Background: an optimization exercise with open tools, aiming at small area, a short achievable clock period and few clock cycles per item. Do not read the settings as production practice. RTL that was checked went through simulation tests only; none was proved equivalent to the original. Only the layout flow was run in run 1; the RTL was not checked for function there.

==> flow/design.v, too long to show whole: its modules and the start of the top module <==
// module M1: 486 lines
module M1 (
  input logic Clock,
  input logic Resetn,
  input logic Start,
  output logic Stop,
  output logic[17:0]   SRAM_address,
  output logic[15:0]   SRAM_write_data,
  output logic         SRAM_we_n,
  input logic[15:0]    SRAM_read_data
);
  // ...
==> flow/flow/run.sh <==
#!/bin/bash
# Standard synthesis and layout, with faster port buffers (buf_4) and
# clock-tree clustering settings from flow/cts.env. Logs go to this folder.
set -uo pipefail
here=$(pwd)
bash standard.sh synth > "$here/synth.log" 2>&1 || exit 1
bash standard.sh finish "BUFFER_PORTS_ARGS=-buffer_cell sky130_fd_sc_hd__buf_4" \
  $(cat flow/cts.env) > "$here/layout.log" 2>&1 || exit 1
==> flow/flow/cts.env <==
CTS_CLUSTER_SIZE=30 CTS_CLUSTER_DIAMETER=80
==> flow/standard.sh <==
#!/bin/bash
# synth_recipe.tcl (not shown) runs the flow's synth.tcl, then flattens the netlist and writes it again
# the make line also repeats each setting of config.mk as NAME=value (left out here)
make -C /OpenROAD-flow-scripts/flow DESIGN_CONFIG=/design/flow/config.mk WORK_HOME=/design/flow/orfs CLKGATE_MAP_FILE= SYNTH_SCRIPT=/design/flow/synth_recipe.tcl "${@:-finish}"
==> flow/config.mk <==
export PLATFORM = sky130hd
export DESIGN_NAME = M1
export DESIGN_NICKNAME = M1
export VERILOG_FILES = /design/flow/design.v
export SDC_FILE = /design/flow/constraint.sdc
export NUM_CORES = 4
export LEC_CHECK = 0
export CAP_MARGIN = 20
export CORE_MARGIN = 2
export CORE_UTILIZATION = 40
export SLEW_MARGIN = 20
==> flow/constraint.sdc <==
create_clock -name core_clock -period 24.0 [get_ports {Clock}]
set_input_delay 4.8000 -clock core_clock [delete_from_list [all_inputs] [get_ports {Clock}]]
set_output_delay 4.8000 -clock core_clock [all_outputs]
set_load 0.01 [all_outputs]
==> results.py, run 1 <==
metrics = {
    "status": {
        "run_status": "timing/DRC/antenna clean",
    },
    "setup_path": {
        "crit_fanout": 3,
        "critPathCaptureType": "primary output",
        "worstSetupPathType": "reg2out",
        "arrival_ns": 1.14,
        "critical_path.max_stage_delay_ns": 0.41,
        "reg2reg_from": "ey[0]$_DFF_P_",
    },
    "sta": {
        "fin_skew_ns": 0.03754,
        "fin_setup_tns_ns": 0,
        "setup_viol": 0,
    },
    "synthesis": {
        "ys.flop_type": "dfxtp_1",
        "synth_top_family_by_area": "adder cells",
        "yosysTopAreaCell": "edfxtp_1",
        "ys_ff_latch": 353,
        "yosysMostFrequentCell": "inv_1",
    },
    "grt": {
        "gr-usage-met1": 0.2551,
        "grt_pass1_wl_mm": 94.40,
    },
    "clock_network": {
        "postCtsSetupRepairBufs": 0,
        "insertion_delay_ns": 0.58,
    },
    "worst_hold_path": {
        "hold_path_class": "reg2reg",
    },
    "placed_design": {
        "pre_cts_ws_ns": 18.52,
    },
    "finish": {
        "multi_input_area_share": 0.5206,
        "dominant-cell-class": "multi-input gates",
        "clock_area_frac": 0.03102,
    },
}
==> inputs of run 2 (changes only) <==
==> flow/design.v (replaced) <==
`timescale 1ns/100ps
`default_nettype none
module M1 (
  input logic Clock,
  input logic Resetn,
  input logic Start,
  output logic Stop,
  output logic[17:0]   SRAM_address,
  output logic[15:0]   SRAM_write_data,
  output logic         SRAM_we_n,
  input logic[15:0]    SRAM_read_data
);
localparam logic [17:0] U_START   = 18'd38400;
localparam logic [17:0] V_START   = 18'd57600;
localparam logic [17:0] RGB_START = 18'd146944;
logic        act;
logic [9:0]  ph;       
logic [16:0] ya;       
logic [17:0] wa;       
logic [6:0]  col;      
logic        wen;
logic [7:0]  pu [0:7];
logic [7:0]  pv [0:7];
logic [15:0] yw;              
logic [8:0]  iu, iv;          
logic i_v, i_3, m0, m78, m79;
always_comb begin
  i_v = ph[0] | ph[4];        
  i_3 = ph[3] | ph[4];        
  m0  = (col == 7'd0);
  m78 = (col == 7'd78);
  m79 = (col == 7'd79);
end
logic [7:0] t [0:5];
logic [7:0] s0, s1, s2, s3, s4, s5;
always_comb begin
  for (int k = 0; k < 6; k++) t[k] = i_v ? pv[k] : pu[k];
  s1 = (m0 & ~i_3) ? t[2] : t[1];
  s0 = m0 ? s1 : t[0];
  s2 = t[2];
  s3 = (m79 & i_3) ? t[2] : t[3];
  s4 = m79 ? s3 : t[4];
  s5 = m79 ? s3 : (m78 & i_3) ? t[4] : t[5];
end
logic [8:0] ia, ib, ic;       
always_ff @(posedge Clock) begin
  ia <= {1'b0, s0} + {1'b0, s5};
  ib <= {1'b0, s1} + {1'b0, s4};
  ic <= {1'b0, s2} + {1'b0, s3};
end
wire [16:0] isum;
wire ti_w1 = ia[7] ^ ia[5]; wire ti_w2 = ia[7] & ia[5];
wire ti_w3 = ia[8] ^ ia[6]; wire ti_w4 = ia[8] & ia[6];
wire ti_w5 = ia[4] ^ ia[2]; wire ti_w6 = ia[4] & ia[2];
wire ti_w7 = ia[5] ^ ia[3] ^ ia[1]; wire ti_w8 = (ia[5] & ia[3]) | (ia[1] & (ia[5] ^ ia[3]));
wire ti_w9 = ~ib[3] ^ ~ib[1] ^ ~ib[0]; wire ti_w10 = (~ib[3] & ~ib[1]) | (~ib[0] & (~ib[3] ^ ~ib[1]));
wire ti_w11 = ia[6] ^ ia[4] ^ ia[2]; wire ti_w12 = (ia[6] & ia[4]) | (ia[2] & (ia[6] ^ ia[4]));
wire ti_w13 = ~ib[4] ^ ~ib[2] ^ ~ib[1]; wire ti_w14 = (~ib[4] & ~ib[2]) | (~ib[1] & (~ib[4] ^ ~ib[2]));
wire ti_w15 = ia[3] ^ ~ib[5] ^ ~ib[3]; wire ti_w16 = (ia[3] & ~ib[5]) | (~ib[3] & (ia[3] ^ ~ib[5]));
wire ti_w17 = ~ib[2] ^ ~ic[7] ^ ic[2]; wire ti_w18 = (~ib[2] & ~ic[7]) | (ic[2] & (~ib[2] ^ ~ic[7]));
wire ti_w19 = ic[0] ^ ti_w1; wire ti_w20 = ic[0] & ti_w1;
wire ti_w21 = ia[4] ^ ~ib[6] ^ ~ib[4]; wire ti_w22 = (ia[4] & ~ib[6]) | (~ib[4] & (ia[4] ^ ~ib[6]));
wire ti_w23 = ~ib[3] ^ ~ic[8] ^ ic[3]; wire ti_w24 = (~ib[3] & ~ic[8]) | (ic[3] & (~ib[3] ^ ~ic[8]));
wire ti_w25 = ic[1] ^ ti_w2 ^ ti_w3; wire ti_w26 = (ic[1] & ti_w2) | (ti_w3 & (ic[1] ^ ti_w2));
wire ti_w27 = ia[7] ^ ia[5] ^ ~ib[7]; wire ti_w28 = (ia[7] & ia[5]) | (~ib[7] & (ia[7] ^ ia[5]));
wire ti_w29 = ~ib[5] ^ ~ib[4] ^ ic[4]; wire ti_w30 = (~ib[5] & ~ib[4]) | (ic[4] & (~ib[5] ^ ~ib[4]));
wire ti_w31 = ~(ic[2] ^ ti_w4); wire ti_w32 = (ic[2]) | (ti_w4);
wire ti_w33 = ia[8] ^ ia[6] ^ ~ib[8]; wire ti_w34 = (ia[8] & ia[6]) | (~ib[8] & (ia[8] ^ ia[6]));
wire ti_w35 = ~ib[6] ^ ~ib[5] ^ ic[5]; wire ti_w36 = (~ib[6] & ~ib[5]) | (ic[5] & (~ib[6] ^ ~ib[5]));
wire ti_w37 = ~(ic[3]); wire ti_w38 = ic[3];
wire ti_w39 = ia[7] ^ ~ib[7] ^ ~ib[6]; wire ti_w40 = (ia[7] & ~ib[7]) | (~ib[6] & (ia[7] ^ ~ib[7]));
wire ti_w41 = ia[8] ^ ~ib[8]; wire ti_w42 = ia[8] & ~ib[8];
wire ti_w43 = ia[2] ^ ia[0]; wire ti_w44 = ia[2] & ia[0];
wire ti_w45 = ia[3] ^ ia[1]; wire ti_w46 = ia[3] & ia[1];
wire ti_w47 = ia[0] ^ ~ib[2] ^ ~ib[0]; wire ti_w48 = (ia[0] & ~ib[2]) | (~ib[0] & (ia[0] ^ ~ib[2]));
wire ti_w49 = ~ic[4] ^ ti_w5; wire ti_w50 = ~ic[4] & ti_w5;
wire ti_w51 = ~ic[5] ^ ic[0] ^ ti_w6; wire ti_w52 = (~ic[5] & ic[0]) | (ti_w6 & (~ic[5] ^ ic[0]));
wire ti_w53 = ~(ti_w7 ^ ti_w9); wire ti_w54 = (ti_w7) | (ti_w9);
wire ti_w55 = ~ic[6] ^ ic[1] ^ ti_w8; wire ti_w56 = (~ic[6] & ic[1]) | (ti_w8 & (~ic[6] ^ ic[1]));
wire ti_w57 = ti_w10 ^ ti_w11 ^ ti_w13; wire ti_w58 = (ti_w10 & ti_w11) | (ti_w13 & (ti_w10 ^ ti_w11));
wire ti_w59 = ti_w12 ^ ti_w14 ^ ti_w15; wire ti_w60 = (ti_w12 & ti_w14) | (ti_w15 & (ti_w12 ^ ti_w14));
wire ti_w61 = ~(ti_w17 ^ ti_w19); wire ti_w62 = (ti_w17) | (ti_w19);
wire ti_w63 = ti_w16 ^ ti_w18 ^ ti_w20; wire ti_w64 = (ti_w16 & ti_w18) | (ti_w20 & (ti_w16 ^ ti_w18));
wire ti_w65 = ti_w21 ^ ti_w23 ^ ti_w25; wire ti_w66 = (ti_w21 & ti_w23) | (ti_w25 & (ti_w21 ^ ti_w23));
wire ti_w67 = ti_w22 ^ ti_w24 ^ ti_w26; wire ti_w68 = (ti_w22 & ti_w24) | (ti_w26 & (ti_w22 ^ ti_w24));
wire ti_w69 = ti_w27 ^ ti_w29 ^ ti_w31; wire ti_w70 = (ti_w27 & ti_w29) | (ti_w31 & (ti_w27 ^ ti_w29));
wire ti_w71 = ti_w28 ^ ti_w30 ^ ti_w32; wire ti_w72 = (ti_w28 & ti_w30) | (ti_w32 & (ti_w28 ^ ti_w30));
wire ti_w73 = ti_w33 ^ ti_w35 ^ ti_w37; wire ti_w74 = (ti_w33 & ti_w35) | (ti_w37 & (ti_w33 ^ ti_w35));
wire ti_w75 = ic[6] ^ ic[4] ^ ti_w34; wire ti_w76 = (ic[6] & ic[4]) | (ti_w34 & (ic[6] ^ ic[4]));
wire ti_w77 = ti_w36 ^ ti_w38 ^ ti_w39; wire ti_w78 = (ti_w36 & ti_w38) | (ti_w39 & (ti_w36 ^ ti_w38));
wire ti_w79 = ~ib[7] ^ ic[7] ^ ic[5]; wire ti_w80 = (~ib[7] & ic[7]) | (ic[5] & (~ib[7] ^ ic[7]));
wire ti_w81 = ~(ti_w40 ^ ti_w41); wire ti_w82 = (ti_w40) | (ti_w41);
wire ti_w83 = ~ib[8] ^ ic[8] ^ ic[6]; wire ti_w84 = (~ib[8] & ic[8]) | (ic[6] & (~ib[8] ^ ic[8]));
wire ti_w85 = ~ib[0] ^ ~ic[2]; wire ti_w86 = ~ib[0] & ~ic[2];
wire ti_w87 = ~ib[1] ^ ~ic[3] ^ ti_w44; wire ti_w88 = (~ib[1] & ~ic[3]) | (ti_w44 & (~ib[1] ^ ~ic[3]));
wire ti_w89 = ti_w46 ^ ti_w47 ^ ti_w49; wire ti_w90 = (ti_w46 & ti_w47) | (ti_w49 & (ti_w46 ^ ti_w47));
wire ti_w91 = ti_w48 ^ ti_w50 ^ ti_w51; wire ti_w92 = (ti_w48 & ti_w50) | (ti_w51 & (ti_w48 ^ ti_w50));
wire ti_w93 = ti_w52 ^ ti_w54 ^ ti_w55; wire ti_w94 = (ti_w52 & ti_w54) | (ti_w55 & (ti_w52 ^ ti_w54));
wire ti_w95 = ti_w56 ^ ti_w58 ^ ti_w59; wire ti_w96 = (ti_w56 & ti_w58) | (ti_w59 & (ti_w56 ^ ti_w58));
wire ti_w97 = ti_w60 ^ ti_w62 ^ ti_w63; wire ti_w98 = (ti_w60 & ti_w62) | (ti_w63 & (ti_w60 ^ ti_w62));
wire ti_w99 = ti_w64 ^ ti_w66 ^ ti_w67; wire ti_w100 = (ti_w64 & ti_w66) | (ti_w67 & (ti_w64 ^ ti_w66));
wire ti_w101 = ti_w68 ^ ti_w70 ^ ti_w71; wire ti_w102 = (ti_w68 & ti_w70) | (ti_w71 & (ti_w68 ^ ti_w70));
wire ti_w103 = ti_w72 ^ ti_w74 ^ ti_w75; wire ti_w104 = (ti_w72 & ti_w74) | (ti_w75 & (ti_w72 ^ ti_w74));
wire ti_w105 = ti_w76 ^ ti_w78 ^ ti_w79; wire ti_w106 = (ti_w76 & ti_w78) | (ti_w79 & (ti_w76 ^ ti_w78));
wire ti_w107 = ti_w42 ^ ti_w80 ^ ti_w82; wire ti_w108 = (ti_w42 & ti_w80) | (ti_w82 & (ti_w42 ^ ti_w80));
wire ti_w109 = ia[0] ^ ~ic[0]; wire ti_w110 = ia[0] & ~ic[0];
wire ti_w111 = ia[1] ^ ~ic[1]; wire ti_w112 = ia[1] & ~ic[1];
wire ti_w113 = ~(ti_w43 ^ ti_w85); wire ti_w114 = (ti_w43) | (ti_w85);
wire ti_w115 = ti_w45 ^ ti_w86 ^ ti_w87; wire ti_w116 = (ti_w45 & ti_w86) | (ti_w87 & (ti_w45 ^ ti_w86));
wire ti_w117 = ~(ti_w88 ^ ti_w89); wire ti_w118 = (ti_w88) | (ti_w89);
wire ti_w119 = ti_w53 ^ ti_w90 ^ ti_w91; wire ti_w120 = (ti_w53 & ti_w90) | (ti_w91 & (ti_w53 ^ ti_w90));
wire ti_w121 = ti_w57 ^ ti_w92 ^ ti_w93; wire ti_w122 = (ti_w57 & ti_w92) | (ti_w93 & (ti_w57 ^ ti_w92));
wire ti_w123 = ti_w61 ^ ti_w94 ^ ti_w95; wire ti_w124 = (ti_w61 & ti_w94) | (ti_w95 & (ti_w61 ^ ti_w94));
wire ti_w125 = ti_w65 ^ ti_w96 ^ ti_w97; wire ti_w126 = (ti_w65 & ti_w96) | (ti_w97 & (ti_w65 ^ ti_w96));
wire ti_w127 = ti_w69 ^ ti_w98 ^ ti_w99; wire ti_w128 = (ti_w69 & ti_w98) | (ti_w99 & (ti_w69 ^ ti_w98));
wire ti_w129 = ti_w73 ^ ti_w100 ^ ti_w101; wire ti_w130 = (ti_w73 & ti_w100) | (ti_w101 & (ti_w73 ^ ti_w100));
wire ti_w131 = ti_w77 ^ ti_w102 ^ ti_w103; wire ti_w132 = (ti_w77 & ti_w102) | (ti_w103 & (ti_w77 ^ ti_w102));
wire ti_w133 = ti_w81 ^ ti_w104 ^ ti_w105; wire ti_w134 = (ti_w81 & ti_w104) | (ti_w105 & (ti_w81 ^ ti_w104));
wire ti_w135 = ti_w83 ^ ti_w106 ^ ti_w107; wire ti_w136 = (ti_w83 & ti_w106) | (ti_w107 & (ti_w83 ^ ti_w106));
wire ti_w137 = ic[7] ^ ti_w84 ^ ti_w108; wire ti_w138 = (ic[7] & ti_w84) | (ti_w108 & (ic[7] ^ ti_w84));
wire [16:0] ti_ra = {1'b0, ic[8], ti_w136, ti_w134, ti_w132, ti_w130, ti_w128, ti_w126, ti_w124, ti_w122, ti_w120, ti_w118, ti_w116, ti_w114, ti_w112, ti_w110, 1'b1};
wire [16:0] ti_rb = {1'b0, ti_w138, ti_w137, ti_w135, ti_w133, ti_w131, ti_w129, ti_w127, ti_w125, ti_w123, ti_w121, ti_w119, ti_w117, ti_w115, ti_w113, ti_w111, ti_w109};
assign isum = ti_ra + ti_rb;
logic [7:0] ey;
logic [8:0] eu, ev, ex;       
logic       mb;               
logic [8:0] u_even, v_even;
always_comb begin
  u_even = {pu[1][7], ~pu[1][7], pu[1][6:0]};
  v_even = {pv[2][7], ~pv[2][7], pv[2][6:0]};
end
always_ff @(posedge Clock) begin
  ey <= ({8{ph[0] | ph[4]}} & SRAM_read_data[15:8])
      | ({8{ph[1] | ph[5]}} & yw[15:8])
      | ({8{ph[2] | ph[3] | ph[6] | ph[7]}} & yw[7:0]);
  if (ph[0] | ph[1] | ph[4] | ph[5]) begin
    eu <= u_even;
    ev <= v_even;
  end else begin
    eu <= iu;
    ev <= iv;
  end
  if (ph[0] | ph[4]) ex <= v_even;
  else if (ph[1] | ph[5]) ex <= u_even;
  else if (ph[2] | ph[6]) ex <= iv;
  else ex <= iu;
  mb <= ph[1] | ph[3] | ph[5] | ph[7];
end
wire [26:0] sX, sG;
wire tx_w1 = ~ey[6] ^ ex[8]; wire tx_w2 = ~ey[6] & ex[8];
wire tx_w3 = ~ey[7] ^ ey[0]; wire tx_w4 = ~ey[7] & ey[0];
wire tx_w5 = ey[2] ^ ey[0]; wire tx_w6 = ey[2] & ey[0];
wire tx_w7 = ey[3] ^ ey[1]; wire tx_w8 = ey[3] & ey[1];
wire tx_w9 = ey[4] ^ ey[2]; wire tx_w10 = ey[4] & ey[2];
wire tx_w11 = ey[5] ^ ey[3] ^ ey[1]; wire tx_w12 = (ey[5] & ey[3]) | (ey[1] & (ey[5] ^ ey[3]));
wire tx_w13 = ey[6] ^ ey[4] ^ ey[2]; wire tx_w14 = (ey[6] & ey[4]) | (ey[2] & (ey[6] ^ ey[4]));
wire tx_w15 = ex[8] ^ (mb ? ex[5] : ex[4]); wire tx_w16 = ex[8] & (mb ? ex[5] : ex[4]);
wire tx_w17 = ey[7] ^ ey[5] ^ ey[3]; wire tx_w18 = (ey[7] & ey[5]) | (ey[3] & (ey[7] ^ ey[5]));
wire tx_w19 = ey[0] ^ (mb ? ex[6] : ex[5]) ^ (~mb & ex[0]); wire tx_w20 = (ey[0] & (mb ? ex[6] : ex[5])) | ((~mb & ex[0]) & (ey[0] ^ (mb ? ex[6] : ex[5])));
wire tx_w21 = ey[6] ^ ey[4] ^ ey[1]; wire tx_w22 = (ey[6] & ey[4]) | (ey[1] & (ey[6] ^ ey[4]));
wire tx_w23 = (mb ? ex[7] : ex[6]) ^ (mb ? ex[0] : ex[1]); wire tx_w24 = (mb ? ex[7] : ex[6]) & (mb ? ex[0] : ex[1]);
wire tx_w25 = ey[7] ^ ey[5] ^ ey[2]; wire tx_w26 = (ey[7] & ey[5]) | (ey[2] & (ey[7] ^ ey[5]));
wire tx_w27 = ~mb ^ (mb ? ex[8] : ex[7]) ^ (mb ? ex[1] : ex[2]); wire tx_w28 = (~mb & (mb ? ex[8] : ex[7])) | ((mb ? ex[1] : ex[2]) & (~mb ^ (mb ? ex[8] : ex[7])));
wire tx_w29 = ey[6] ^ ey[3] ^ mb; wire tx_w30 = (ey[6] & ey[3]) | (mb & (ey[6] ^ ey[3]));
wire tx_w31 = (~mb & ex[8]) ^ (mb ? ex[2] : ex[3]); wire tx_w32 = (~mb & ex[8]) & (mb ? ex[2] : ex[3]);
wire tx_w33 = ey[7] ^ ey[4] ^ ~mb; wire tx_w34 = (ey[7] & ey[4]) | (~mb & (ey[7] ^ ey[4]));
wire tx_w35 = ~ey[2] ^ ex[4]; wire tx_w36 = ~ey[2] & ex[4];
wire tx_w37 = ~ey[3] ^ ex[5] ^ ex[4]; wire tx_w38 = (~ey[3] & ex[5]) | (ex[4] & (~ey[3] ^ ex[5]));
wire tx_w39 = ~ey[4] ^ ex[6] ^ ex[5]; wire tx_w40 = (~ey[4] & ex[6]) | (ex[5] & (~ey[4] ^ ex[6]));
wire tx_w41 = ex[2] ^ (mb & ex[3]); wire tx_w42 = ex[2] & (mb & ex[3]);
wire tx_w43 = ~ey[5] ^ ex[7] ^ ex[6]; wire tx_w44 = (~ey[5] & ex[7]) | (ex[6] & (~ey[5] ^ ex[7]));
wire tx_w45 = ex[3] ^ ex[0] ^ (mb & ex[4]); wire tx_w46 = (ex[3] & ex[0]) | ((mb & ex[4]) & (ex[3] ^ ex[0]));
wire tx_w47 = ex[7] ^ ex[4] ^ ex[1]; wire tx_w48 = (ex[7] & ex[4]) | (ex[1] & (ex[7] ^ ex[4]));
wire tx_w49 = ~((mb & ex[5]) ^ tx_w1); wire tx_w50 = ((mb & ex[5])) | (tx_w1);
wire tx_w51 = ex[8] ^ ex[5] ^ ex[2]; wire tx_w52 = (ex[8] & ex[5]) | (ex[2] & (ex[8] ^ ex[5]));
wire tx_w53 = (mb & ex[6]) ^ tx_w2 ^ tx_w3; wire tx_w54 = ((mb & ex[6]) & tx_w2) | (tx_w3 & ((mb & ex[6]) ^ tx_w2));
wire tx_w55 = ey[1] ^ ex[6] ^ ex[3]; wire tx_w56 = (ey[1] & ex[6]) | (ex[3] & (ey[1] ^ ex[6]));
wire tx_w57 = (mb & ex[0]) ^ (mb & ex[7]) ^ tx_w4; wire tx_w58 = ((mb & ex[0]) & (mb & ex[7])) | (tx_w4 & ((mb & ex[0]) ^ (mb & ex[7])));
wire tx_w59 = ex[7] ^ ex[4] ^ ~mb; wire tx_w60 = (ex[7] & ex[4]) | (~mb & (ex[7] ^ ex[4]));
wire tx_w61 = (mb ? ex[1] : ex[0]) ^ (mb & ex[8]) ^ tx_w5; wire tx_w62 = ((mb ? ex[1] : ex[0]) & (mb & ex[8])) | (tx_w5 & ((mb ? ex[1] : ex[0]) ^ (mb & ex[8])));
wire tx_w63 = ex[8] ^ ex[5] ^ (mb ? ex[2] : ex[1]); wire tx_w64 = (ex[8] & ex[5]) | ((mb ? ex[2] : ex[1]) & (ex[8] ^ ex[5]));
wire tx_w65 = (~mb & ex[0]) ^ tx_w6 ^ tx_w7; wire tx_w66 = ((~mb & ex[0]) & tx_w6) | (tx_w7 & ((~mb & ex[0]) ^ tx_w6));
wire tx_w67 = ey[0] ^ ex[6] ^ (mb ? ex[3] : ex[2]); wire tx_w68 = (ey[0] & ex[6]) | ((mb ? ex[3] : ex[2]) & (ey[0] ^ ex[6]));
wire tx_w69 = (~mb & ex[1]) ^ tx_w8 ^ tx_w9; wire tx_w70 = ((~mb & ex[1]) & tx_w8) | (tx_w9 & ((~mb & ex[1]) ^ tx_w8));
wire tx_w71 = ex[7] ^ (mb ? ex[4] : ex[3]) ^ (~mb & ex[2]); wire tx_w72 = (ex[7] & (mb ? ex[4] : ex[3])) | ((~mb & ex[2]) & (ex[7] ^ (mb ? ex[4] : ex[3])));
wire tx_w73 = ~(tx_w10 ^ tx_w11); wire tx_w74 = (tx_w10) | (tx_w11);
wire tx_w75 = (~mb & ex[3]) ^ (~mb & ex[0]) ^ tx_w12; wire tx_w76 = ((~mb & ex[3]) & (~mb & ex[0])) | (tx_w12 & ((~mb & ex[3]) ^ (~mb & ex[0])));
wire tx_w77 = ~(tx_w13 ^ tx_w15); wire tx_w78 = (tx_w13) | (tx_w15);
wire tx_w79 = (~mb & ex[4]) ^ (~mb & ex[1]) ^ tx_w14; wire tx_w80 = ((~mb & ex[4]) & (~mb & ex[1])) | (tx_w14 & ((~mb & ex[4]) ^ (~mb & ex[1])));
wire tx_w81 = tx_w16 ^ tx_w17 ^ tx_w19; wire tx_w82 = (tx_w16 & tx_w17) | (tx_w19 & (tx_w16 ^ tx_w17));
wire tx_w83 = (~mb & ex[5]) ^ (~mb & ex[2]) ^ tx_w18; wire tx_w84 = ((~mb & ex[5]) & (~mb & ex[2])) | (tx_w18 & ((~mb & ex[5]) ^ (~mb & ex[2])));
wire tx_w85 = tx_w20 ^ tx_w21 ^ tx_w23; wire tx_w86 = (tx_w20 & tx_w21) | (tx_w23 & (tx_w20 ^ tx_w21));
wire tx_w87 = (~mb & ex[6]) ^ (~mb & ex[3]) ^ tx_w22; wire tx_w88 = ((~mb & ex[6]) & (~mb & ex[3])) | (tx_w22 & ((~mb & ex[6]) ^ (~mb & ex[3])));
wire tx_w89 = tx_w24 ^ tx_w25 ^ tx_w27; wire tx_w90 = (tx_w24 & tx_w25) | (tx_w27 & (tx_w24 ^ tx_w25));
wire tx_w91 = (~mb & ex[7]) ^ (~mb & ex[4]) ^ tx_w26; wire tx_w92 = ((~mb & ex[7]) & (~mb & ex[4])) | (tx_w26 & ((~mb & ex[7]) ^ (~mb & ex[4])));
wire tx_w93 = tx_w28 ^ tx_w29 ^ tx_w31; wire tx_w94 = (tx_w28 & tx_w29) | (tx_w31 & (tx_w28 ^ tx_w29));
wire tx_w95 = (mb ? ex[3] : ex[4]) ^ (~mb & ex[8]) ^ (~mb & ex[5]); wire tx_w96 = ((mb ? ex[3] : ex[4]) & (~mb & ex[8])) | ((~mb & ex[5]) & ((mb ? ex[3] : ex[4]) ^ (~mb & ex[8])));
wire tx_w97 = tx_w30 ^ tx_w32 ^ tx_w33; wire tx_w98 = (tx_w30 & tx_w32) | (tx_w33 & (tx_w30 ^ tx_w32));
wire tx_w99 = ey[5] ^ mb ^ (mb ? ex[4] : ex[5]); wire tx_w100 = (ey[5] & mb) | ((mb ? ex[4] : ex[5]) & (ey[5] ^ mb));
wire tx_w101 = (~mb & ex[6]) ^ tx_w34; wire tx_w102 = (~mb & ex[6]) & tx_w34;
wire tx_w103 = ey[6] ^ (mb ? ex[5] : ex[6]) ^ (~mb & ex[7]); wire tx_w104 = (ey[6] & (mb ? ex[5] : ex[6])) | ((~mb & ex[7]) & (ey[6] ^ (mb ? ex[5] : ex[6])));
wire tx_w105 = ey[7] ^ mb; wire tx_w106 = ey[7] & mb;
wire tx_w107 = ~ey[0] ^ ex[2]; wire tx_w108 = ~ey[0] & ex[2];
wire tx_w109 = ~ey[1] ^ ex[3] ^ ex[2]; wire tx_w110 = (~ey[1] & ex[3]) | (ex[2] & (~ey[1] ^ ex[3]));
wire tx_w111 = ex[3] ^ ex[0] ^ (mb & ex[1]); wire tx_w112 = (ex[3] & ex[0]) | ((mb & ex[1]) & (ex[3] ^ ex[0]));
wire tx_w113 = ex[1] ^ (mb & ex[2]) ^ tx_w36; wire tx_w114 = (ex[1] & (mb & ex[2])) | (tx_w36 & (ex[1] ^ (mb & ex[2])));
wire tx_w115 = tx_w38 ^ tx_w39 ^ tx_w41; wire tx_w116 = (tx_w38 & tx_w39) | (tx_w41 & (tx_w38 ^ tx_w39));
wire tx_w117 = tx_w40 ^ tx_w42 ^ tx_w43; wire tx_w118 = (tx_w40 & tx_w42) | (tx_w43 & (tx_w40 ^ tx_w42));
wire tx_w119 = tx_w44 ^ tx_w46 ^ tx_w47; wire tx_w120 = (tx_w44 & tx_w46) | (tx_w47 & (tx_w44 ^ tx_w46));
wire tx_w121 = tx_w48 ^ tx_w50 ^ tx_w51; wire tx_w122 = (tx_w48 & tx_w50) | (tx_w51 & (tx_w48 ^ tx_w50));
wire tx_w123 = tx_w52 ^ tx_w54 ^ tx_w55; wire tx_w124 = (tx_w52 & tx_w54) | (tx_w55 & (tx_w52 ^ tx_w54));
wire tx_w125 = tx_w56 ^ tx_w58 ^ tx_w59; wire tx_w126 = (tx_w56 & tx_w58) | (tx_w59 & (tx_w56 ^ tx_w58));
wire tx_w127 = tx_w60 ^ tx_w62 ^ tx_w63; wire tx_w128 = (tx_w60 & tx_w62) | (tx_w63 & (tx_w60 ^ tx_w62));
wire tx_w129 = tx_w64 ^ tx_w66 ^ tx_w67; wire tx_w130 = (tx_w64 & tx_w66) | (tx_w67 & (tx_w64 ^ tx_w66));
wire tx_w131 = tx_w68 ^ tx_w70 ^ tx_w71; wire tx_w132 = (tx_w68 & tx_w70) | (tx_w71 & (tx_w68 ^ tx_w70));
wire tx_w133 = tx_w72 ^ tx_w74 ^ tx_w75; wire tx_w134 = (tx_w72 & tx_w74) | (tx_w75 & (tx_w72 ^ tx_w74));
wire tx_w135 = tx_w76 ^ tx_w78 ^ tx_w79; wire tx_w136 = (tx_w76 & tx_w78) | (tx_w79 & (tx_w76 ^ tx_w78));
wire tx_w137 = tx_w80 ^ tx_w82 ^ tx_w83; wire tx_w138 = (tx_w80 & tx_w82) | (tx_w83 & (tx_w80 ^ tx_w82));
wire tx_w139 = tx_w84 ^ tx_w86 ^ tx_w87; wire tx_w140 = (tx_w84 & tx_w86) | (tx_w87 & (tx_w84 ^ tx_w86));
wire tx_w141 = tx_w88 ^ tx_w90 ^ tx_w91; wire tx_w142 = (tx_w88 & tx_w90) | (tx_w91 & (tx_w88 ^ tx_w90));
wire tx_w143 = tx_w92 ^ tx_w94 ^ tx_w95; wire tx_w144 = (tx_w92 & tx_w94) | (tx_w95 & (tx_w92 ^ tx_w94));
wire tx_w145 = tx_w96 ^ tx_w98 ^ tx_w99; wire tx_w146 = (tx_w96 & tx_w98) | (tx_w99 & (tx_w96 ^ tx_w98));
wire tx_w147 = tx_w100 ^ tx_w102 ^ tx_w103; wire tx_w148 = (tx_w100 & tx_w102) | (tx_w103 & (tx_w100 ^ tx_w102));
wire tx_w149 = (mb ? ex[6] : ex[7]) ^ (~mb & ex[8]) ^ tx_w104; wire tx_w150 = ((mb ? ex[6] : ex[7]) & (~mb & ex[8])) | (tx_w104 & ((mb ? ex[6] : ex[7]) ^ (~mb & ex[8])));
wire tx_w151 = mb ^ (mb ? ex[7] : ex[8]); wire tx_w152 = mb & (mb ? ex[7] : ex[8]);
wire tx_w153 = ex[1] ^ tx_w107; wire tx_w154 = ex[1] & tx_w107;
wire tx_w155 = (mb & ex[0]) ^ tx_w108 ^ tx_w109; wire tx_w156 = ((mb & ex[0]) & tx_w108) | (tx_w109 & ((mb & ex[0]) ^ tx_w108));
wire tx_w157 = tx_w35 ^ tx_w110 ^ tx_w111; wire tx_w158 = (tx_w35 & tx_w110) | (tx_w111 & (tx_w35 ^ tx_w110));
wire tx_w159 = tx_w37 ^ tx_w112 ^ tx_w113; wire tx_w160 = (tx_w37 & tx_w112) | (tx_w113 & (tx_w37 ^ tx_w112));
wire tx_w161 = ~(tx_w114 ^ tx_w115); wire tx_w162 = (tx_w114) | (tx_w115);
wire tx_w163 = tx_w45 ^ tx_w116 ^ tx_w117; wire tx_w164 = (tx_w45 & tx_w116) | (tx_w117 & (tx_w45 ^ tx_w116));
wire tx_w165 = tx_w49 ^ tx_w118 ^ tx_w119; wire tx_w166 = (tx_w49 & tx_w118) | (tx_w119 & (tx_w49 ^ tx_w118));
wire tx_w167 = tx_w53 ^ tx_w120 ^ tx_w121; wire tx_w168 = (tx_w53 & tx_w120) | (tx_w121 & (tx_w53 ^ tx_w120));
wire tx_w169 = tx_w57 ^ tx_w122 ^ tx_w123; wire tx_w170 = (tx_w57 & tx_w122) | (tx_w123 & (tx_w57 ^ tx_w122));
wire tx_w171 = tx_w61 ^ tx_w124 ^ tx_w125; wire tx_w172 = (tx_w61 & tx_w124) | (tx_w125 & (tx_w61 ^ tx_w124));
wire tx_w173 = tx_w65 ^ tx_w126 ^ tx_w127; wire tx_w174 = (tx_w65 & tx_w126) | (tx_w127 & (tx_w65 ^ tx_w126));
wire tx_w175 = tx_w69 ^ tx_w128 ^ tx_w129; wire tx_w176 = (tx_w69 & tx_w128) | (tx_w129 & (tx_w69 ^ tx_w128));
wire tx_w177 = tx_w73 ^ tx_w130 ^ tx_w131; wire tx_w178 = (tx_w73 & tx_w130) | (tx_w131 & (tx_w73 ^ tx_w130));
wire tx_w179 = tx_w77 ^ tx_w132 ^ tx_w133; wire tx_w180 = (tx_w77 & tx_w132) | (tx_w133 & (tx_w77 ^ tx_w132));
wire tx_w181 = tx_w81 ^ tx_w134 ^ tx_w135; wire tx_w182 = (tx_w81 & tx_w134) | (tx_w135 & (tx_w81 ^ tx_w134));
wire tx_w183 = tx_w85 ^ tx_w136 ^ tx_w137; wire tx_w184 = (tx_w85 & tx_w136) | (tx_w137 & (tx_w85 ^ tx_w136));
wire tx_w185 = tx_w89 ^ tx_w138 ^ tx_w139; wire tx_w186 = (tx_w89 & tx_w138) | (tx_w139 & (tx_w89 ^ tx_w138));
wire tx_w187 = tx_w93 ^ tx_w140 ^ tx_w141; wire tx_w188 = (tx_w93 & tx_w140) | (tx_w141 & (tx_w93 ^ tx_w140));
wire tx_w189 = tx_w97 ^ tx_w142 ^ tx_w143; wire tx_w190 = (tx_w97 & tx_w142) | (tx_w143 & (tx_w97 ^ tx_w142));
wire tx_w191 = tx_w101 ^ tx_w144 ^ tx_w145; wire tx_w192 = (tx_w101 & tx_w144) | (tx_w145 & (tx_w101 ^ tx_w144));
wire tx_w193 = ~(tx_w146 ^ tx_w147); wire tx_w194 = (tx_w146) | (tx_w147);
wire tx_w195 = tx_w105 ^ tx_w148 ^ tx_w149; wire tx_w196 = (tx_w105 & tx_w148) | (tx_w149 & (tx_w105 ^ tx_w148));
wire tx_w197 = tx_w106 ^ tx_w150 ^ tx_w151; wire tx_w198 = (tx_w106 & tx_w150) | (tx_w151 & (tx_w106 ^ tx_w150));
wire tx_w199 = ~mb ^ (mb & ex[8]) ^ tx_w152; wire tx_w200 = (~mb & (mb & ex[8])) | (tx_w152 & (~mb ^ (mb & ex[8])));
wire [26:0] tx_ra = {1'b1, tx_w198, tx_w196, tx_w194, tx_w192, tx_w190, tx_w188, tx_w186, tx_w184, tx_w182, tx_w180, tx_w178, tx_w176, tx_w174, tx_w172, tx_w170, tx_w168, tx_w166, tx_w164, tx_w162, tx_w160, tx_w158, tx_w156, tx_w154, 1'b1, ex[1], ex[0]};
wire [26:0] tx_rb = {tx_w200, tx_w199, tx_w197, tx_w195, tx_w193, tx_w191, tx_w189, tx_w187, tx_w185, tx_w183, tx_w181, tx_w179, tx_w177, tx_w175, tx_w173, tx_w171, tx_w169, tx_w167, tx_w165, tx_w163, tx_w161, tx_w159, tx_w157, tx_w155, tx_w153, ex[0], 1'b0};
assign sX = tx_ra + tx_rb;
wire tg_w1 = ey[7] ^ ey[5]; wire tg_w2 = ey[7] & ey[5];
wire tg_w3 = ey[6] ^ ey[4] ^ ey[1]; wire tg_w4 = (ey[6] & ey[4]) | (ey[1] & (ey[6] ^ ey[4]));
wire tg_w5 = ey[7] ^ ey[5]; wire tg_w6 = ey[7] & ey[5];
wire tg_w7 = ey[3] ^ ey[1]; wire tg_w8 = ey[3] & ey[1];
wire tg_w9 = ey[4] ^ ey[2] ^ ey[0]; wire tg_w10 = (ey[4] & ey[2]) | (ey[0] & (ey[4] ^ ey[2]));
wire tg_w11 = ey[5] ^ ey[3] ^ ey[1]; wire tg_w12 = (ey[5] & ey[3]) | (ey[1] & (ey[5] ^ ey[3]));
wire tg_w13 = ~eu[4] ^ ~eu[1] ^ ~eu[0]; wire tg_w14 = (~eu[4] & ~eu[1]) | (~eu[0] & (~eu[4] ^ ~eu[1]));
wire tg_w15 = ey[6] ^ ey[4] ^ ey[2]; wire tg_w16 = (ey[6] & ey[4]) | (ey[2] & (ey[6] ^ ey[4]));
wire tg_w17 = ~eu[5] ^ ~eu[2] ^ ~eu[1]; wire tg_w18 = (~eu[5] & ~eu[2]) | (~eu[1] & (~eu[5] ^ ~eu[2]));
wire tg_w19 = ~ev[3] ^ ~ev[1]; wire tg_w20 = ~ev[3] & ~ev[1];
wire tg_w21 = ey[3] ^ ey[0] ^ ~eu[6]; wire tg_w22 = (ey[3] & ey[0]) | (~eu[6] & (ey[3] ^ ey[0]));
wire tg_w23 = ~eu[3] ^ ~eu[2] ^ ~ev[4]; wire tg_w24 = (~eu[3] & ~eu[2]) | (~ev[4] & (~eu[3] ^ ~eu[2]));
wire tg_w25 = ~ev[2] ^ ~ev[1] ^ tg_w1; wire tg_w26 = (~ev[2] & ~ev[1]) | (tg_w1 & (~ev[2] ^ ~ev[1]));
wire tg_w27 = ~eu[7] ^ ~eu[4] ^ ~eu[3]; wire tg_w28 = (~eu[7] & ~eu[4]) | (~eu[3] & (~eu[7] ^ ~eu[4]));
wire tg_w29 = ~ev[5] ^ ~ev[3] ^ ~ev[2]; wire tg_w30 = (~ev[5] & ~ev[3]) | (~ev[2] & (~ev[5] ^ ~ev[3]));
wire tg_w31 = ~(tg_w2 ^ tg_w3); wire tg_w32 = (tg_w2) | (tg_w3);
wire tg_w33 = ey[2] ^ ~eu[8] ^ ~eu[5]; wire tg_w34 = (ey[2] & ~eu[8]) | (~eu[5] & (ey[2] ^ ~eu[8]));
wire tg_w35 = ~eu[4] ^ ~ev[6] ^ ~ev[4]; wire tg_w36 = (~eu[4] & ~ev[6]) | (~ev[4] & (~eu[4] ^ ~ev[6]));
wire tg_w37 = ~ev[3] ^ tg_w4 ^ tg_w5; wire tg_w38 = (~ev[3] & tg_w4) | (tg_w5 & (~ev[3] ^ tg_w4));
wire tg_w39 = ey[6] ^ ey[3] ^ ~eu[6]; wire tg_w40 = (ey[6] & ey[3]) | (~eu[6] & (ey[6] ^ ey[3]));
wire tg_w41 = ~eu[5] ^ ~ev[7] ^ ~ev[5]; wire tg_w42 = (~eu[5] & ~ev[7]) | (~ev[5] & (~eu[5] ^ ~ev[7]));
wire tg_w43 = ~(~ev[4] ^ tg_w6); wire tg_w44 = (~ev[4]) | (tg_w6);
wire tg_w45 = ey[7] ^ ey[4] ^ ~eu[7]; wire tg_w46 = (ey[7] & ey[4]) | (~eu[7] & (ey[7] ^ ey[4]));
wire tg_w47 = ~eu[6] ^ ~ev[8] ^ ~ev[6]; wire tg_w48 = (~eu[6] & ~ev[8]) | (~ev[6] & (~eu[6] ^ ~ev[8]));
wire tg_w49 = ~(~ev[5]); wire tg_w50 = ~ev[5];
wire tg_w51 = ey[5] ^ ~eu[8] ^ ~eu[7]; wire tg_w52 = (ey[5] & ~eu[8]) | (~eu[7] & (ey[5] ^ ~eu[8]));
wire tg_w53 = ~ev[7] ^ ~ev[6]; wire tg_w54 = ~ev[7] & ~ev[6];
wire tg_w55 = ~ey[2] ^ ~eu[1]; wire tg_w56 = ~ey[2] & ~eu[1];
wire tg_w57 = ~ey[3] ^ ~eu[2] ^ ~eu[1]; wire tg_w58 = (~ey[3] & ~eu[2]) | (~eu[1] & (~ey[3] ^ ~eu[2]));
wire tg_w59 = ~ev[5] ^ ~ev[0]; wire tg_w60 = ~ev[5] & ~ev[0];
wire tg_w61 = ~ey[4] ^ ~eu[3] ^ ~eu[2]; wire tg_w62 = (~ey[4] & ~eu[3]) | (~eu[2] & (~ey[4] ^ ~eu[3]));
wire tg_w63 = ~(~ev[6] ^ ~ev[1]); wire tg_w64 = (~ev[6]) | (~ev[1]);
wire tg_w65 = ~ey[5] ^ ~eu[4] ^ ~eu[3]; wire tg_w66 = (~ey[5] & ~eu[4]) | (~eu[3] & (~ey[5] ^ ~eu[4]));
wire tg_w67 = ~ev[7] ^ ~ev[2]; wire tg_w68 = ~ev[7] & ~ev[2];
wire tg_w69 = ~ey[6] ^ ~eu[5] ^ ~eu[4]; wire tg_w70 = (~ey[6] & ~eu[5]) | (~eu[4] & (~ey[6] ^ ~eu[5]));
wire tg_w71 = ~(~ev[8] ^ ~ev[3]); wire tg_w72 = (~ev[8]) | (~ev[3]);
wire tg_w73 = ~ey[7] ^ ey[0] ^ ~eu[6]; wire tg_w74 = (~ey[7] & ey[0]) | (~eu[6] & (~ey[7] ^ ey[0]));
wire tg_w75 = ~(~eu[5] ^ ~ev[4]); wire tg_w76 = (~eu[5]) | (~ev[4]);
wire tg_w77 = ey[1] ^ ~eu[7] ^ ~eu[6]; wire tg_w78 = (ey[1] & ~eu[7]) | (~eu[6] & (ey[1] ^ ~eu[7]));
wire tg_w79 = ~(~eu[0] ^ ~ev[5]); wire tg_w80 = (~eu[0]) | (~ev[5]);
wire tg_w81 = ey[2] ^ ey[0] ^ ~eu[8]; wire tg_w82 = (ey[2] & ey[0]) | (~eu[8] & (ey[2] ^ ey[0]));
wire tg_w83 = ~eu[7] ^ ~eu[1] ^ ~ev[6]; wire tg_w84 = (~eu[7] & ~eu[1]) | (~ev[6] & (~eu[7] ^ ~eu[1]));
wire tg_w85 = ~eu[8] ^ ~eu[2] ^ ~ev[7]; wire tg_w86 = (~eu[8] & ~eu[2]) | (~ev[7] & (~eu[8] ^ ~eu[2]));
wire tg_w87 = ~(~ev[0] ^ tg_w7); wire tg_w88 = (~ev[0]) | (tg_w7);
wire tg_w89 = ~eu[3] ^ ~eu[0] ^ ~ev[8]; wire tg_w90 = (~eu[3] & ~eu[0]) | (~ev[8] & (~eu[3] ^ ~eu[0]));
wire tg_w91 = ~ev[1] ^ tg_w8 ^ tg_w9; wire tg_w92 = (~ev[1] & tg_w8) | (tg_w9 & (~ev[1] ^ tg_w8));
wire tg_w93 = ~ev[2] ^ ~ev[0] ^ tg_w10; wire tg_w94 = (~ev[2] & ~ev[0]) | (tg_w10 & (~ev[2] ^ ~ev[0]));
wire tg_w95 = ~(tg_w11 ^ tg_w13); wire tg_w96 = (tg_w11) | (tg_w13);
wire tg_w97 = ~ev[0] ^ tg_w12 ^ tg_w14; wire tg_w98 = (~ev[0] & tg_w12) | (tg_w14 & (~ev[0] ^ tg_w12));
wire tg_w99 = tg_w15 ^ tg_w17 ^ tg_w19; wire tg_w100 = (tg_w15 & tg_w17) | (tg_w19 & (tg_w15 ^ tg_w17));
wire tg_w101 = tg_w16 ^ tg_w18 ^ tg_w20; wire tg_w102 = (tg_w16 & tg_w18) | (tg_w20 & (tg_w16 ^ tg_w18));
wire tg_w103 = tg_w21 ^ tg_w23 ^ tg_w25; wire tg_w104 = (tg_w21 & tg_w23) | (tg_w25 & (tg_w21 ^ tg_w23));
wire tg_w105 = tg_w22 ^ tg_w24 ^ tg_w26; wire tg_w106 = (tg_w22 & tg_w24) | (tg_w26 & (tg_w22 ^ tg_w24));
wire tg_w107 = tg_w27 ^ tg_w29 ^ tg_w31; wire tg_w108 = (tg_w27 & tg_w29) | (tg_w31 & (tg_w27 ^ tg_w29));
wire tg_w109 = tg_w28 ^ tg_w30 ^ tg_w32; wire tg_w110 = (tg_w28 & tg_w30) | (tg_w32 & (tg_w28 ^ tg_w30));
wire tg_w111 = tg_w33 ^ tg_w35 ^ tg_w37; wire tg_w112 = (tg_w33 & tg_w35) | (tg_w37 & (tg_w33 ^ tg_w35));
wire tg_w113 = tg_w34 ^ tg_w36 ^ tg_w38; wire tg_w114 = (tg_w34 & tg_w36) | (tg_w38 & (tg_w34 ^ tg_w36));
wire tg_w115 = tg_w39 ^ tg_w41 ^ tg_w43; wire tg_w116 = (tg_w39 & tg_w41) | (tg_w43 & (tg_w39 ^ tg_w41));
wire tg_w117 = tg_w40 ^ tg_w42 ^ tg_w44; wire tg_w118 = (tg_w40 & tg_w42) | (tg_w44 & (tg_w40 ^ tg_w42));
wire tg_w119 = tg_w45 ^ tg_w47 ^ tg_w49; wire tg_w120 = (tg_w45 & tg_w47) | (tg_w49 & (tg_w45 ^ tg_w47));
wire tg_w121 = tg_w46 ^ tg_w48 ^ tg_w50; wire tg_w122 = (tg_w46 & tg_w48) | (tg_w50 & (tg_w46 ^ tg_w48));
wire tg_w123 = ~(tg_w51 ^ tg_w53); wire tg_w124 = (tg_w51) | (tg_w53);
wire tg_w125 = ey[6] ^ ~eu[8] ^ ~ev[8]; wire tg_w126 = (ey[6] & ~eu[8]) | (~ev[8] & (ey[6] ^ ~eu[8]));
wire tg_w127 = ~ev[7] ^ tg_w52 ^ tg_w54; wire tg_w128 = (~ev[7] & tg_w52) | (tg_w54 & (~ev[7] ^ tg_w52));
wire tg_w129 = ey[7] ^ ~ev[8]; wire tg_w130 = ey[7] & ~ev[8];
wire tg_w131 = ~ey[1] ^ ~eu[0]; wire tg_w132 = ~ey[1] & ~eu[0];
wire tg_w133 = ~eu[0] ^ ~ev[4] ^ tg_w55; wire tg_w134 = (~eu[0] & ~ev[4]) | (tg_w55 & (~eu[0] ^ ~ev[4]));
wire tg_w135 = tg_w56 ^ tg_w57 ^ tg_w59; wire tg_w136 = (tg_w56 & tg_w57) | (tg_w59 & (tg_w56 ^ tg_w57));
wire tg_w137 = tg_w58 ^ tg_w60 ^ tg_w61; wire tg_w138 = (tg_w58 & tg_w60) | (tg_w61 & (tg_w58 ^ tg_w60));
wire tg_w139 = tg_w62 ^ tg_w64 ^ tg_w65; wire tg_w140 = (tg_w62 & tg_w64) | (tg_w65 & (tg_w62 ^ tg_w64));
wire tg_w141 = tg_w66 ^ tg_w68 ^ tg_w69; wire tg_w142 = (tg_w66 & tg_w68) | (tg_w69 & (tg_w66 ^ tg_w68));
wire tg_w143 = tg_w70 ^ tg_w72 ^ tg_w73; wire tg_w144 = (tg_w70 & tg_w72) | (tg_w73 & (tg_w70 ^ tg_w72));
wire tg_w145 = tg_w74 ^ tg_w76 ^ tg_w77; wire tg_w146 = (tg_w74 & tg_w76) | (tg_w77 & (tg_w74 ^ tg_w76));
wire tg_w147 = tg_w78 ^ tg_w80 ^ tg_w81; wire tg_w148 = (tg_w78 & tg_w80) | (tg_w81 & (tg_w78 ^ tg_w80));
wire tg_w149 = tg_w82 ^ tg_w84 ^ tg_w85; wire tg_w150 = (tg_w82 & tg_w84) | (tg_w85 & (tg_w82 ^ tg_w84));
wire tg_w151 = tg_w86 ^ tg_w88 ^ tg_w89; wire tg_w152 = (tg_w86 & tg_w88) | (tg_w89 & (tg_w86 ^ tg_w88));
wire tg_w153 = tg_w90 ^ tg_w92 ^ tg_w93; wire tg_w154 = (tg_w90 & tg_w92) | (tg_w93 & (tg_w90 ^ tg_w92));
wire tg_w155 = tg_w94 ^ tg_w96 ^ tg_w97; wire tg_w156 = (tg_w94 & tg_w96) | (tg_w97 & (tg_w94 ^ tg_w96));
wire tg_w157 = tg_w98 ^ tg_w100 ^ tg_w101; wire tg_w158 = (tg_w98 & tg_w100) | (tg_w101 & (tg_w98 ^ tg_w100));
wire tg_w159 = tg_w102 ^ tg_w104 ^ tg_w105; wire tg_w160 = (tg_w102 & tg_w104) | (tg_w105 & (tg_w102 ^ tg_w104));
wire tg_w161 = tg_w106 ^ tg_w108 ^ tg_w109; wire tg_w162 = (tg_w106 & tg_w108) | (tg_w109 & (tg_w106 ^ tg_w108));
wire tg_w163 = tg_w110 ^ tg_w112 ^ tg_w113; wire tg_w164 = (tg_w110 & tg_w112) | (tg_w113 & (tg_w110 ^ tg_w112));
wire tg_w165 = tg_w114 ^ tg_w116 ^ tg_w117; wire tg_w166 = (tg_w114 & tg_w116) | (tg_w117 & (tg_w114 ^ tg_w116));
wire tg_w167 = tg_w118 ^ tg_w120 ^ tg_w121; wire tg_w168 = (tg_w118 & tg_w120) | (tg_w121 & (tg_w118 ^ tg_w120));
wire tg_w169 = tg_w122 ^ tg_w124 ^ tg_w125; wire tg_w170 = (tg_w122 & tg_w124) | (tg_w125 & (tg_w122 ^ tg_w124));
wire tg_w171 = tg_w126 ^ tg_w128 ^ tg_w129; wire tg_w172 = (tg_w126 & tg_w128) | (tg_w129 & (tg_w126 ^ tg_w128));
wire tg_w173 = ~ey[0] ^ ~ev[2]; wire tg_w174 = ~ey[0] & ~ev[2];
wire tg_w175 = ~(~ev[3] ^ tg_w131); wire tg_w176 = (~ev[3]) | (tg_w131);
wire tg_w177 = ~(tg_w132 ^ tg_w133); wire tg_w178 = (tg_w132) | (tg_w133);
wire tg_w179 = ~(tg_w134 ^ tg_w135); wire tg_w180 = (tg_w134) | (tg_w135);
wire tg_w181 = tg_w63 ^ tg_w136 ^ tg_w137; wire tg_w182 = (tg_w63 & tg_w136) | (tg_w137 & (tg_w63 ^ tg_w136));
wire tg_w183 = tg_w67 ^ tg_w138 ^ tg_w139; wire tg_w184 = (tg_w67 & tg_w138) | (tg_w139 & (tg_w67 ^ tg_w138));
wire tg_w185 = tg_w71 ^ tg_w140 ^ tg_w141; wire tg_w186 = (tg_w71 & tg_w140) | (tg_w141 & (tg_w71 ^ tg_w140));
wire tg_w187 = tg_w75 ^ tg_w142 ^ tg_w143; wire tg_w188 = (tg_w75 & tg_w142) | (tg_w143 & (tg_w75 ^ tg_w142));
wire tg_w189 = tg_w79 ^ tg_w144 ^ tg_w145; wire tg_w190 = (tg_w79 & tg_w144) | (tg_w145 & (tg_w79 ^ tg_w144));
wire tg_w191 = tg_w83 ^ tg_w146 ^ tg_w147; wire tg_w192 = (tg_w83 & tg_w146) | (tg_w147 & (tg_w83 ^ tg_w146));
wire tg_w193 = tg_w87 ^ tg_w148 ^ tg_w149; wire tg_w194 = (tg_w87 & tg_w148) | (tg_w149 & (tg_w87 ^ tg_w148));
wire tg_w195 = tg_w91 ^ tg_w150 ^ tg_w151; wire tg_w196 = (tg_w91 & tg_w150) | (tg_w151 & (tg_w91 ^ tg_w150));
wire tg_w197 = tg_w95 ^ tg_w152 ^ tg_w153; wire tg_w198 = (tg_w95 & tg_w152) | (tg_w153 & (tg_w95 ^ tg_w152));
wire tg_w199 = tg_w99 ^ tg_w154 ^ tg_w155; wire tg_w200 = (tg_w99 & tg_w154) | (tg_w155 & (tg_w99 ^ tg_w154));
wire tg_w201 = tg_w103 ^ tg_w156 ^ tg_w157; wire tg_w202 = (tg_w103 & tg_w156) | (tg_w157 & (tg_w103 ^ tg_w156));
wire tg_w203 = tg_w107 ^ tg_w158 ^ tg_w159; wire tg_w204 = (tg_w107 & tg_w158) | (tg_w159 & (tg_w107 ^ tg_w158));
wire tg_w205 = tg_w111 ^ tg_w160 ^ tg_w161; wire tg_w206 = (tg_w111 & tg_w160) | (tg_w161 & (tg_w111 ^ tg_w160));
wire tg_w207 = tg_w115 ^ tg_w162 ^ tg_w163; wire tg_w208 = (tg_w115 & tg_w162) | (tg_w163 & (tg_w115 ^ tg_w162));
wire tg_w209 = tg_w119 ^ tg_w164 ^ tg_w165; wire tg_w210 = (tg_w119 & tg_w164) | (tg_w165 & (tg_w119 ^ tg_w164));
wire tg_w211 = tg_w123 ^ tg_w166 ^ tg_w167; wire tg_w212 = (tg_w123 & tg_w166) | (tg_w167 & (tg_w123 ^ tg_w166));
wire tg_w213 = tg_w127 ^ tg_w168 ^ tg_w169; wire tg_w214 = (tg_w127 & tg_w168) | (tg_w169 & (tg_w127 ^ tg_w168));
wire tg_w215 = ~(tg_w170 ^ tg_w171); wire tg_w216 = (tg_w170) | (tg_w171);
wire tg_w217 = tg_w130 ^ tg_w172; wire tg_w218 = tg_w130 & tg_w172;
wire [26:0] tg_ra = {1'b1, 1'b1, tg_w216, tg_w214, tg_w212, tg_w210, tg_w208, tg_w206, tg_w204, tg_w202, tg_w200, tg_w198, tg_w196, tg_w194, tg_w192, tg_w190, tg_w188, tg_w186, tg_w184, tg_w182, tg_w180, tg_w178, tg_w176, tg_w174, 1'b1, ~ev[1], ~ev[0]};
wire [26:0] tg_rb = {1'b0, tg_w218, tg_w217, tg_w215, tg_w213, tg_w211, tg_w209, tg_w207, tg_w205, tg_w203, tg_w201, tg_w199, tg_w197, tg_w195, tg_w193, tg_w191, tg_w189, tg_w187, tg_w185, tg_w183, tg_w181, tg_w179, tg_w177, tg_w175, tg_w173, 1'b0, 1'b1};
assign sG = tg_ra + tg_rb;
logic [10:0] qx, qg;          
logic [7:0] cx, cg, hb;
function automatic logic [7:0] clip(input logic [10:0] x);
  if (x[10]) clip = 8'd0;
  else if (x[9:8] != 2'b00) clip = 8'd255;
  else clip = x[7:0];
endfunction
always_comb begin
  cx = clip(qx);
  cg = clip(qg);
end
logic wr_next;     
always_comb wr_next = wen & (ph[2] | ph[4] | ph[5] | ph[6] | ph[8] | ph[9]);
logic we;          
assign SRAM_we_n = ~we;
always_ff @(posedge Clock or negedge Resetn) begin
  if (~Resetn) begin
    act <= 1'b0;
    Stop <= 1'b0;
    we <= 1'b0;
  end else begin
    we <= 1'b0;
    if (!act) begin
      if (Start && !Stop) act <= 1'b1;
    end else if (wr_next) begin
      we <= 1'b1;
      if (wa == 18'h3FFFF) begin
        Stop <= 1'b1;
        act <= 1'b0;
      end
    end
  end
end
always_ff @(posedge Clock) begin
  if (!act) begin
    ph <= 10'b00_0000_0010;
    ya <= -17'sd5;
    wa <= RGB_START;
    col <= 7'd77;
    wen <= 1'b0;
    SRAM_address <= U_START;
  end else begin
    ph <= {ph[8:0], ph[9]};
    if (ph[0]) SRAM_address <= U_START + 18'd3 + {{2{ya[16]}}, ya[16:1]};
    if (ph[3]) SRAM_address <= V_START + 18'd2 + {{2{ya[16]}}, ya[16:1]};
    if (ph[1] | ph[7]) begin SRAM_address <= {2'd0, ya[15:0]}; ya <= ya + 17'd1; end
    if (wr_next) begin SRAM_address <= wa; wa <= wa + 18'd1; end
    if (ph[1] && ya == 17'd1) wen <= 1'b1;
    if (ph[8]) col <= (col == 7'd79) ? 7'd0 : col + 7'd1;
  end
end
always_ff @(posedge Clock) begin
  if (ph[0] | ph[4]) yw <= SRAM_read_data;
  if (ph[9] | ph[3]) begin
    for (int k = 0; k < 6; k++) pu[k] <= pu[k+1];
    pu[6] <= ph[3] ? SRAM_read_data[15:8] : pu[7];
    pu[7] <= SRAM_read_data[7:0];
  end
  if (ph[1] | ph[6]) begin
    for (int k = 0; k < 6; k++) pv[k] <= pv[k+1];
    pv[6] <= ph[6] ? SRAM_read_data[15:8] : pv[7];
    pv[7] <= SRAM_read_data[7:0];
  end
  if (ph[0] | ph[4]) iu <= isum[16:8];
  if (ph[1] | ph[5]) iv <= isum[16:8];
  qx <= sX[26:16];
  qg <= sG[26:16];
  hb <= cx;
  if (ph[4] | ph[8]) SRAM_write_data <= {hb, cx};
  else if (ph[5] | ph[9]) SRAM_write_data <= {cg, cx};
  else SRAM_write_data <= {cx, cg};
end
endmodule
==> flow/flow/run.sh (replaced) <==
#!/bin/bash
# Standard synthesis and layout, with faster port buffers (buf_4) and the
# extra ORFS settings listed in flow/make.env (one NAME=value per line).
# Logs go to this folder.
set -uo pipefail
here=$(pwd)
args=()
while IFS= read -r line; do [ -n "$line" ] && args+=("$line"); done < flow/make.env
bash standard.sh synth > "$here/synth.log" 2>&1 || exit 1
bash standard.sh finish "BUFFER_PORTS_ARGS=-buffer_cell sky130_fd_sc_hd__buf_4" \
  "${args[@]}" > "$here/layout.log" 2>&1 || exit 1
==> flow/flow/make.env (new file) <==
CTS_ARGS=-sink_clustering_enable -repair_clock_nets -sink_clustering_size 25 -sink_clustering_max_diameter 100 -sink_clustering_levels 1
removed: flow/flow/cts.env
==> run 2 against run 1 <==
Against the previous run:
- flip-flop and latch count shrank 8
- non-clock buffer count decreased by 8
- still clean
- highest routed layer unchanged
- largest cell class unchanged
- via count fell by 14%
- clock skew shrank 0.0057 ns
==> results.py, run 2 <==
metrics = {
    "status": {
        "run_status": "timing/DRC/antenna clean",
    },
    "sta": {
        "maxSlewHeadroom": 0.3399,
        "hold_slack_ns": 0.4197,
        "fin_setup_tns_ns": 0,
        "fin_crit_sh": 0.2457,
        "fin_crit_ns": 5.897,
        "fin_ws_ns": 18.10,
        "rsz0062_at_grt": "no",
        "hold_viol_final": 0,
        "tightest_slew_ns": 0.9888,
        "setup_viol": 0,
        "slew_violations": 0,
        "max_clock_freq_mhz": 169.6,
        "fin_skew_ns": 0.03179,
    },
    "setup_path": {
        "crit_family": "flip-flops",
        "cp_slowest_cell": "dfrtp_1",
        "crit_path_start_kind": "flip-flop",
        "crit_required_ns": 19.20,
        "cp_num_buf_inv": 1,
        "cp.depth": 1,
        "critical_path.max_stage_delay_ns": 0.40,
        "crit_fanout": 3,
        "critPathCaptureType": "primary output",
        "worstSetupPathType": "reg2out",
        "path_cells": "buf_4",
        "reg2reg_depth": 16,
        "arrival_ns": 1.10,
    },
    "finish": {
        "post-route-util": 0.4352,
        "seqCellArea_mm2": 0.008544,
        "final_common_cell": "inv_1",
        "fillerInstances": 5238,
        "diodes": 0,
        "area_growth_pct": 7.788,
        "final-instance-count-excl-fill": 2862,
        "reg_top3": "pu x64, pv x64",
        "most-common-layout-cells": "inv_1, fa_1, nand2_1, dfxtp_1, edfxtp_1",
        "multiInputGateArea_mm2": 0.01204,
        "final_area_mm2": 0.02393,
        "drive_gt1_frac": 0.07994,
        "nNetsFinal": 2491,
    },
    "routing": {
        "viasPerCell": 5.029,
        "drt_iter0_drc": 872,
        "antenna_left": 0,
        "num_vias": 14390,
        "routedWlPerCell_um": 17.58,
        "drc": 0,
        "routed_wl_mm": 50.31,
        "firstDrtPassIters": 5,
    },
    "synthesis": {
        "synthTopCellsByCount": "inv_1, fa_1, nand2_1, dfxtp_1, edfxtp_1",
        "synth_top_cell_area_share": 0.2191,
        "ys.flop_type": "dfxtp_1",
        "syn_nets": 2472,
        "synth_top_family_by_area": "adder cells",
        "synthTopCellsByArea": "edfxtp_1, fa_1, dfxtp_1",
        "synthAdderAreaFrac": 0.2800,
        "netlist_instances": 2084,
        "ys_ff_latch": 345,
        "yosysUniqueCellTypes": 84,
        "yosysSeqAreaShare": 0.3848,
        "ys_warn_count": 4,
        "synth_compound_area_frac": 0.09034,
        "synthSimpleGateAreaFrac": 0.1041,
        "yosysTopAreaCell": "edfxtp_1",
        "synth_mux_area_frac": 0.03697,
        "yosysMostFrequentCell": "inv_1",
        "async_reset_ff_frac": 0.008696,
        "synth_edf_count": 162,
        "synth_xor_area_frac": 0.03037,
        "syn_avg_cell_area_um2": 10.65,
        "syn_area_mm2": 0.02220,
    },
    "placed_design": {
        "pre_cts_ws_ns": 18.54,
        "post_dp_cell_area_mm2": 0.02338,
        "gp_congestion": 0.8702,
        "dp_hpwl_mm": 38.92,
        "dp.cells": 2831,
        "port_buffers": 54,
    },
    "worst_hold_path": {
        "min_path_cells": 0,
        "hold_path_class": "reg2reg",
    },
    "die": {
        "core_area_mm2": 0.05499,
        "dieHeight_um": 239.6,
        "io_pins": 55,
        "rows": 86,
        "start_util": 0.4038,
        "die_area_mm2": 0.05741,
        "fp.dieW_um": 239.6,
    },
    "grt": {
        "grt_pass1_vias": 15160,
        "grt.busiest_layer": "met2",
        "overflow": 0,
        "grt_max_degree": 77,
        "grt.total_usage": 0.1817,
        "grt_pass1_wl_mm": 82.02,
        "gr-usage-met1": 0.2449,
        "met3_usage": 0.02017,
        "grt_antenna_before_repair": 0,
        "use_met2": 0.3089,
    },
    "clock_network": {
        "cts_tree": "done",
        "clkSinkCount": 345,
        "insertion_delay_ns": 0.56,
        "hold_buffers": 0,
        "htree_levels": 1,
        "cts_resized": 0,
        "cts_buffers": 18,
        "clk_pin_slew_worst_paths_ns": 0.11,
        "root_buffer": "clkbuf_16",
        "postCtsSetupRepairBufs": 0,
        "clockBufferDepth": 3,
    },
    "job": {
        "cap_viol_max_count": 0,
    },
}
-- run 2: final cells by class --
cell class / count / share of cell area
timing repair buffer: 68 / 0.02133
inverter: 360 / 0.05646
tap: 748 / 0.03911
clock buffer: 28 / 0.02039
multi-input combinational: 1310 / 0.5029
sequential: 345 / 0.3570
clock inverter: 3 / 0.002771
-- run 2: kinds of logic after synthesis --
| kind of cell | after synthesis |
|---|---|
| buf+inv | 429 |
| compound gates | 310 |
| fa+ha+maj | 369 |
| simple gates | 487 |
| mux | 67 |
| flops | 345 |
| xor+xnor | 77 |
-- run 2: final timing paths --
kind                                       to  slack, ns               start
min reg2reg                pv[5][2]$_DFFE_PP_       0.42  pv[6][2]$_DFFE_PP_
max in group asynchronous       act$_DFF_PN0_      19.87              Resetn
max reg2reg                    qx[10]$_DFF_P_      18.83          mb$_DFF_P_
min in group asynchronous    Stop$_DFFE_PN0P_       4.02              Resetn
min                        pv[5][2]$_DFFE_PP_       0.42  pv[6][2]$_DFFE_PP_
max                                      Stop      18.10    Stop$_DFFE_PN0P_
-- run 2: routing by layer --
| metal | vias to the layer above | share of wire |
|---|---|---|
| li1 | 6904 | - |
| met1 | 7151 | 0.45 |
| met2 | 287 | 0.48 |
| met3 | 52 | 0.043 |
| met4 | 0 | 0.026 |
| met5 | - | 0 |
Testbench counts of run 2, summed over its fixed seeds: cycles 768,124, images 4.

## port drivers added, routing unchanged
Ports are ideal in the flow. The routed layouts listed here were re-timed in OpenROAD. Step 1: set_driving_cell puts a clkbuf_16 on Clock and a buf_2 on each other input, an assumption about the parent block. Step 2, shift: input delay + t, output delay - t, t = (earliest + latest rising clock arrival at the registers) / 2. This alone moves slack from input paths to output paths. Slacks: ideal / step 1 / step 2; pairs: ideal / step 1.
run | t (ns) | slack for setup (ns) | clock arrival spread, ns | worst register clock-pin slew, ns
run 1 | 0.621 | 18.058 / 18.001 / 18.510 | 0.038 / 0.037 | 0.11 / 0.11
run 2 | 0.599 | 18.103 / 18.049 / 18.531 | 0.032 / 0.032 | 0.11 / 0.11
After both steps setup and hold are still met in every run listed.
